From an optimization exercise on the open Yosys and OpenROAD flow, aimed at small area; shortcuts taken in it are not production practice.
Function was checked by simulation only, so behaviour that the tests miss may differ from the original.
The clock input has no modelled driver; a real chip could not lean on it and would need a root buffer or a full tree.
No activity file was given, so power comes from the tool's default toggle rates.

== run a ==
==> flow/design.v <==
`timescale 1ns/1ps
module button_control(clk,rst,button,valid_vote);
input clk,rst,button;
output valid_vote;
localparam [3:0] S10A = 4'd10, S11A = 4'd11, S10B = 4'd14, S11B = 4'd15;
reg [3:0] c;
always@(posedge clk)begin
	if(rst) c<=4'd0;
	else if(button) begin
		if(c==S11A || c==S11B) c<=4'd0;
		else if(c==S10A || c==S10B) c<=S11A;
		else c<=c+4'd1;
	end
	else if(c==S10A) c<=S10B;
	else if(c==S11A) c<=S11B;
end
assign valid_vote = (c==S10B) | (c==S11A);
endmodule
module voting_machine(clk,rst,mode,button1,button2,button3,button4,led);
input clk,rst,mode,button1,button2,button3,button4;
output [7:0] led;
wire v1,v2,v3,v4;
button_control bc1(.clk(clk),.rst(rst),.button(button1),.valid_vote(v1));
button_control bc2(.clk(clk),.rst(rst),.button(button2),.valid_vote(v2));
button_control bc3(.clk(clk),.rst(rst),.button(button3),.valid_vote(v3));
button_control bc4(.clk(clk),.rst(rst),.button(button4),.valid_vote(v4));
wire any_v = v1|v2|v3|v4;
reg [7:0] n1,n2,n3,n4;
always@(posedge clk)begin
	if(rst) begin n1<=0; n2<=0; n3<=0; n4<=0; end
	else if(!mode) begin
		if(v1) n1<=n1+8'd1;
		else if(v2) n2<=n2+8'd1;
		else if(v3) n3<=n3+8'd1;
		else if(v4) n4<=n4+8'd1;
	end
end
reg [3:0] m;
always@(posedge clk)begin
	if(rst) m<=0;
	else if(any_v) m<=(m==4'd10) ? m : m+4'd1;
	else if(m!=0 && m!=4'd10) m<=m+4'd1;
	else m<=0;
end
reg [2:0] sel;
always@(posedge clk)begin
	if(rst) sel<=3'd0;
	else if(!mode) sel<={2'b00, m!=0};
	else if(v1) sel<=3'd4;
	else if(v2) sel<=3'd5;
	else if(v3) sel<=3'd6;
	else if(v4) sel<=3'd7;
end
reg [7:0] t;
always@(*)begin
	case(sel[1:0])
	2'd0: t=n1;
	2'd1: t=n2;
	2'd2: t=n3;
	default: t=n4;
	endcase
end
assign led = sel[2] ? t : {8{sel[0]}};
endmodule
clock: 5.0 ns
lec_check: 0
cap_margin: 20
core_margin: 2
core_utilization: 60
slew_margin: 20
standard.sh (not shown) runs the stock make flow with config.mk's settings and CLKGATE_MAP_FILE= SYNTH_SCRIPT=/design/flow/synth_recipe.tcl, a recipe that flattens the netlist after the stock synthesis.
==> flow/flow/run.sh <==
#!/bin/bash
# Own flow: the standard layout (standard.sh) with
#  - synthesis mapped by an area-oriented ABC script (flow/area.abc) and
#    without Yosys's half/full-adder extraction,
#  - the smallest buffer on each port,
#  - a clock tree of a few clock buffers fed by the clock port (flow/cts.tcl).
set -euo pipefail
W=$(pwd)
export MY_ABC_SCRIPT=$W/flow/area.abc
sed "s#SYNTH_SCRIPT=[^ ]*#SYNTH_SCRIPT=$W/flow/synth.tcl ADDER_MAP_FILE=#" standard.sh > my_standard.sh
grep -q "SYNTH_SCRIPT=$W/flow/synth.tcl" my_standard.sh
bash my_standard.sh finish "BUFFER_PORTS_ARGS=-buffer_cell sky130_fd_sc_hd__buf_1" "PRE_CTS_TCL=$W/flow/cts.tcl" > make_flow.log 2>&1
==> flow/flow/cts.tcl <==
# Clock tree: the flip-flops are split into 4 groups by position (k-means),
# and each group gets one clock buffer driven from the clock port. The
# buffers are equal and equally loaded, so the registers' clock arrivals stay
# balanced. Replaces clock_tree_synthesis for this design.
proc clock_tree_synthesis {args} {
  set k 4
  set cell sky130_fd_sc_hd__clkbuf_8
  set block [ord::get_db_block]
  set dbu [$block getDbUnitsPerMicron]
  set pts {}
  foreach inst [$block getInsts] {
    if { [[$inst getMaster] isSequential] } {
      set bb [$inst getBBox]
      lappend pts [list $inst [expr {([$bb xMin] + [$bb xMax]) / 2.0}] \
        [expr {([$bb yMin] + [$bb yMax]) / 2.0}]]
    }
  }
  set pts [lsort -real -index 1 $pts]
  set n [llength $pts]
  # start from k groups of the flip-flops sorted by x
  set cs {}
  for {set i 0} {$i < $k} {incr i} {
    set p [lindex $pts [expr {int(($i + 0.5) * $n / $k)}]]
    lappend cs [list [lindex $p 1] [lindex $p 2]]
  }
  for {set it 0} {$it < 50} {incr it} {
    set sums {}
    for {set i 0} {$i < $k} {incr i} { lappend sums [list 0.0 0.0 0] }
    set asg {}
    foreach p $pts {
      set best 0
      set bd 1e30
      for {set i 0} {$i < $k} {incr i} {
        set c [lindex $cs $i]
        set d [expr {abs([lindex $p 1] - [lindex $c 0]) + abs([lindex $p 2] - [lindex $c 1])}]
        if { $d < $bd } { set bd $d; set best $i }
      }
      lappend asg $best
      set s [lindex $sums $best]
      lset sums $best [list [expr {[lindex $s 0] + [lindex $p 1]}] \
        [expr {[lindex $s 1] + [lindex $p 2]}] [expr {[lindex $s 2] + 1}]]
    }
    for {set i 0} {$i < $k} {incr i} {
      set s [lindex $sums $i]
      if { [lindex $s 2] > 0 } {
        lset cs $i [list [expr {[lindex $s 0] / [lindex $s 2]}] [expr {[lindex $s 1] / [lindex $s 2]}]]
      }
    }
  }
  foreach sp [get_pins -of_objects [get_nets clk]] {
    set it [sta::sta_to_db_pin $sp]
    if { $it != "NULL" && $it != "" } {
      set pinof([[$it getInst] getName]) $sp
    }
  }
  for {set i 0} {$i < $k} {incr i} {
    set pins {}
    foreach p $pts a $asg {
      if { $a == $i } {
        lappend pins $pinof([[lindex $p 0] getName])
      }
    }
    if { [llength $pins] == 0 } { continue }
    set c [lindex $cs $i]
    set x [expr {[lindex $c 0] / $dbu}]
    set y [expr {[lindex $c 1] / $dbu}]
    puts "clock buffer $i ($cell) at $x $y for [llength $pins] flip-flops"
    insert_buffer -buffer_cell $cell -net clk -load_pins $pins \
      -location [list $x $y] -buffer_name clkbuf_$i -net_name clknet_$i
  }
  set_propagated_clock [all_clocks]
}
Other scripts of this flow, unchanged in this note and not shown: flow/flow/area.abc, flow/flow/synth.tcl
Per the final summary, run a finished and its layout is clean on timing, DRC and antenna.
[inputs] run b vs run a
--- a/flow/flow/cts.tcl
+++ b/flow/flow/cts.tcl
@@ -1 +1 @@
-# Clock tree: the flip-flops are split into 4 groups by position (k-means),
+# Clock tree: the flip-flops are split into 3 groups by position (k-means),
@@ -6 +6 @@
-  set k 4
+  set k 3
--- outcome ---
- Any difference in post-route cell area between run a and run b is small enough to ignore.
- Any difference in sequential share of cell area between run b and run a is small enough to ignore.
- Run b reports a lower switching part of the total than run a does.
- Run b: all stages complete, timing, DRC and antenna checks passed
- Run a finished end to end and its layout was clean on timing, DRC and antenna.
- Higher setup slack among run b and run a: run b
- Clock network fraction of design power | run b below run a
- The post-synthesis to final-layout area growth reported for run b is smaller than that of run a by 0.29 points.
No run of this note takes its clock network from TritonCTS; it comes from the design's own scripts or RTL.

static timing again, ports no longer ideal:
How much do the figures lean on ideal ports? The routed layouts below were timed once more, with nothing changed but the port constraints.
Step 1, drivers: a clkbuf_16 drives clk and a buf_2 each remaining input, both assumed.
Step 2 times the ports against the registers' clock, not the clock port: input delays grow and output delays shrink by t, the midpoint of the rising clock arrivals with the driver on.
Slacks: ideal ports / drivers / drivers and shift; pairs: ideal ports / drivers.
| run | shift t [ns] | setup slack, ns | worst hold slack (ns) | latest minus earliest clock arrival (ns) | worst slew at a driven data input, ns |
|---|---|---|---|---|---|
| run a | 0.200 | 2.087 / 2.033 / 2.076 | 0.504 / 0.504 / 0.504 | 0.016 / 0.016 | 0.03 |
| run b | 0.203 | 2.102 / 2.059 / 2.147 | 0.507 / 0.507 / 0.507 | 0.011 / 0.012 | 0.04 |
After both steps every run listed still meets setup and hold. The setup slack of run a, which loses most, moves by -0.054 ns with the drivers and by -0.011 ns with both steps.
